What follows belongs to an exercise in optimizing a design on an open flow for small area and a short achievable clock period; a production flow would make more cautious choices.
At most, simulation tests tie the RTL to the original design; equivalence was not proved.
Power and IR drop assume default switching activity.

Setup of main:
// BIST
module BIST #(
  parameter int size = 6,
  parameter int length = 8
) (
  input logic start, rst, clk, rwbarin,
  input logic [size-1:0] address,
  input logic [length-1:0] datain,
  output logic [length-1:0] dataout,
  output logic fail,
  output logic bist_done,
  output logic bist_result
);
  logic NbarT, nact_next, write_en, we;
  logic [7:0] blo, bhi, rlo, rhi, wlo, whi;
  logic [3:0] data_t;
  logic [7:0] ramin, rd, ramout, seen;
  bist_multiplexer MUX (
    .normal_data(datain),
    .normal_rwbar(rwbarin),
    .bist_data(data_t),
    .bist_we(write_en),
    .NbarT(NbarT),
    .we(we),
    .mem_data(ramin)
  );
  bist_addrdec WDEC (
    .clk(clk),
    .normal_addr(address),
    .blo(blo),
    .bhi(bhi),
    .nact_next(nact_next),
    .lo(wlo),
    .hi(whi)
  );
  bist_addrdec RDEC (
    .clk(clk),
    .normal_addr(address),
    .blo(blo),
    .bhi(bhi),
    .nact_next(nact_next),
    .lo(rlo),
    .hi(rhi)
  );
  bist_controller CNTRL (
    .clk(clk),
    .reset(rst),
    .start(start),
    .lo(blo),
    .hi(bhi),
    .write_en(write_en),
    .data_in(data_t),
    .data_out(seen[3:0]),
    .bist_done(bist_done),
    .bist_result(bist_result),
    .test_mode(NbarT),
    .nact_next(nact_next)
  );
  bist_sram MEM (
    .rlo(rlo),
    .rhi(rhi),
    .wlo(wlo),
    .whi(whi),
    .ramin(ramin),
    .we(we),
    .clk(clk),
    .rd(rd),
    .ramout(ramout)
  );
  bist_comparator CMP (
    .clk(clk),
    .NbarT(NbarT),
    .write_en(write_en),
    .data_t(data_t),
    .rd(rd),
    .seen(seen),
    .fail(fail)
  );
  assign dataout = ramout;
endmodule
Size in the first run: ~1300 cells after synthesis, about 570 flip-flops, ~0.022 sq mm of cells after synthesis.
clock: 4.2 ns
lec_check: 0
cap_margin: 20
core_margin: 2
core_utilization: 55
cts_cluster_diameter: 100
cts_cluster_size: 25
setup_slack_margin: 2.15
slew_margin: 20
synth_hierarchical: 1
standard.sh (not shown) runs the stock make flow with config.mk's settings and CLKGATE_MAP_FILE= SYNTH_SCRIPT=/design/flow/synth_recipe.tcl, a recipe that flattens the netlist after the stock synthesis.
==> flow/flow/run.sh <==
#!/bin/bash
# The standard layout, with the port buffers made of plain buffers
# (sky130_fd_sc_hd__buf_4) instead of the resizer's default choice, and
# synthesis mapping for a lighter load (ABC_LOAD_IN_FF 1) so that it picks
# smaller gates; timing repair sizes up the ones that need it.
set -euo pipefail
export BUFFER_PORTS_ARGS="-buffer_cell sky130_fd_sc_hd__buf_4"
bash standard.sh ABC_LOAD_IN_FF=1 finish > standard_finish.log 2>&1
The following lists how the feature branch was set up differently from main:
Settings: SETUP_SLACK_MARGIN: 2.15 -> 2.0.
### Flow results
The feature branch finished every step from synthesis to the final layout, and the layout passed the timing, DRC and antenna checks. Final critical delay including setup and external delays is higher on the feature branch. The feature branch — clock skew 0.0037 ns higher, main as reference. For share of power burned in the clock network, the feature branch and main come out practically identical. Clock-buffer cell count went up by a few percent going from main to the feature branch. Re power drawn by the combinational cells: the feature branch is 4.3% down on main. Looking at layout inverter count without the clock tree, the feature branch sits 1 higher than main does.

BIST, a different RTL version from the one above (not shown whole).
For scale: roughly 29 I/O pins, about 23000 um2 of cells after synthesis.
==> flow/design.v (excerpt) <==
module BIST #(
  parameter int size = 6,
  parameter int length = 8
) (
  input logic start, rst, clk, rwbarin,
  input logic [size-1:0] address,
  input logic [length-1:0] datain,
  output logic [length-1:0] dataout,
  output logic fail,
  output logic bist_done,
  output logic bist_result
);
  logic NbarT, write_en, we;
  logic [7:0] bist_addr;
  logic [3:0] data_t;
  logic [length-1:0] ramin, ramout;
  logic [size-1:0] ramaddr;
  bist_multiplexer #(
    .ADDR_WIDTH(size),
    .DATA_WIDTH(length)
  ) MUX (
    .normal_addr(address),
    .normal_data(datain),
    .bist_addr(bist_addr[size-1:0]),
    .bist_data({{(length-4){1'b0}}, data_t}),
    .NbarT(NbarT),
    .mem_addr(ramaddr),
    .mem_data(ramin)
  );
  bist_controller CNTRL (
    .clk(clk),
    .reset(rst),
    .start(start),
    .address(bist_addr),
    .write_en(write_en),
    .data_in(data_t),
    .data_out(ramout[3:0]),
    .bist_done(bist_done),
    .bist_result(bist_result),
    .test_mode(NbarT)
  );
  assign we = NbarT ? write_en : ~rwbarin;
  bist_sram MEM (
    .ramaddr(ramaddr),
    .ramin(ramin),
    .we(we),
    .clk(clk),
    .ramout(ramout)
  );
  logic eq;
  ...
export LEC_CHECK = 0
export ABC_CLOCK_PERIOD_IN_PS = 1800
export CAP_MARGIN = 20
export CORE_MARGIN = 2
export CORE_UTILIZATION = 55
export CTS_BUF_LIST = sky130_fd_sc_hd__clkbuf_4 sky130_fd_sc_hd__clkbuf_8
export SETUP_SLACK_MARGIN = 2.0
export SLEW_MARGIN = 20
create_clock -name core_clock -period 4.2 [get_ports {clk}]
run.sh (not shown) runs the stock make flow with config.mk's settings and CLKGATE_MAP_FILE= SYNTH_SCRIPT=/design/flow/synth_recipe.tcl, a recipe that flattens the netlist after the stock synthesis.
Stock flow here: none of the scripts above is used.
Edit:
--- a/flow/config.mk
+++ b/flow/config.mk
@@ -9,6 +9,5 @@
 export CAP_MARGIN = 20
 export CORE_MARGIN = 2
-export CORE_UTILIZATION = 55
-export CTS_BUF_LIST = sky130_fd_sc_hd__clkbuf_4 sky130_fd_sc_hd__clkbuf_8
+export CORE_UTILIZATION = 40
 export SETUP_SLACK_MARGIN = 2.0
 export SLEW_MARGIN = 20
Result: The changed run completed with no timing, DRC or antenna violations; total power rose by 3.9%; area after synthesis stays the same; clock-buffer cell count fell by 47; wire length rose by 2.1%.
No functional check of the RTL was part of any run of this note.

BIST, a different RTL version from the one above (not shown whole).
For scale: roughly 1300 cells after synthesis.
// BIST
module BIST #(
  parameter int size = 6,
  parameter int length = 8
) (
  input logic start, rst, clk, rwbarin,
  input logic [size-1:0] address,
  input logic [length-1:0] datain,
  output logic [length-1:0] dataout,
  output logic fail,
  output logic bist_done,
  output logic bist_result
);
clock: 4.2 ns
lec_check: 0
cap_margin: 20
core_margin: 2
core_utilization: 40
setup_slack_margin: 2.1
slew_margin: 20
synth_hierarchical: 1
standard.sh (not shown) runs the stock make flow with config.mk's settings and CLKGATE_MAP_FILE= SYNTH_SCRIPT=/design/flow/synth_recipe.tcl, a recipe that flattens the netlist after the stock synthesis.
==> flow/flow/run.sh <==
#!/bin/bash
# The standard layout, with the port buffers made of plain buffers
# (sky130_fd_sc_hd__buf_4) instead of the resizer's default choice.
set -euo pipefail
export BUFFER_PORTS_ARGS="-buffer_cell sky130_fd_sc_hd__buf_4"
bash standard.sh finish > standard_finish.log 2>&1
Rerun with:
==> flow/run.sh (new file) <==
#!/bin/bash
# synth_recipe.tcl (not shown) runs the flow's synth.tcl, then flattens the netlist and writes it again
# the make line also repeats each setting of config.mk as NAME=value (left out here)
make -C /OpenROAD-flow-scripts/flow DESIGN_CONFIG=/design/flow/config.mk WORK_HOME=/design/flow/orfs CLKGATE_MAP_FILE= SYNTH_SCRIPT=/design/flow/synth_recipe.tcl finish
- SETUP_SLACK_MARGIN: 2.1 -> 1.8
removed: flow/flow/run.sh
removed: flow/standard.sh
The changed run went through all stages and came out clean.
Cell count decreases by 5.0%.
Non-clock buffer count decreases by 104.
First-iteration DRC count decreases by 29%.
Via count decreases by 8.4%.
Area after synthesis stays the same.
Sequential power hardly moves.
Power decreases by 2.8%.
Cell area decreases by 8.6%.
Worst setup slack gains 0.046 ns.
Wire length decreases by 15%.
Count of clock-buffer cells in the layout increases by 5.

-- port drivers added, routing unchanged --
Ports are ideal in the flow. The routed layouts listed here were re-timed in OpenROAD. Step 1, drivers: a clkbuf_16 drives clk and a buf_2 each remaining input, both assumed. Step 2, shift: input delay + t, output delay - t, t = (earliest + latest rising clock arrival at the registers) / 2. This alone moves slack from input paths to output paths. Three values: no drivers, after step 1, after step 2; two values: the first two.
run | t, ns | setup slack, ns | worst setup path at the end | clock arrival spread, ns | cell pins on the clock port's net
main | 0.639 | 2.045 / 2.045 / 1.419 | input to register | 0.032 / 0.031 | 1
the feature branch | 0.639 | 2.015 / 2.015 / 1.379 | input to register | 0.034 / 0.035 | 1
the first run of note 2 | 0.738 | 1.664 / 1.692 / 0.954 | input to register | 0.043 / 0.043 | 1
the second run of note 2 | 0.675 | 1.731 / 1.723 / 1.049 | input to register | 0.017 / 0.017 | 1
the first run of note 3 | 0.659 | 1.754 / 1.754 / 1.266 | input to register | 0.037 / 0.037 | 1
the second run of note 3 | 0.649 | 1.800 / 1.784 / 1.182 | input to register | 0.019 / 0.019 | 1
After both steps every run listed still meets setup and hold. For the first run of note 2, which loses most, drivers alone change the setup slack by +0.028 ns; drivers and shift together by -0.710 ns.
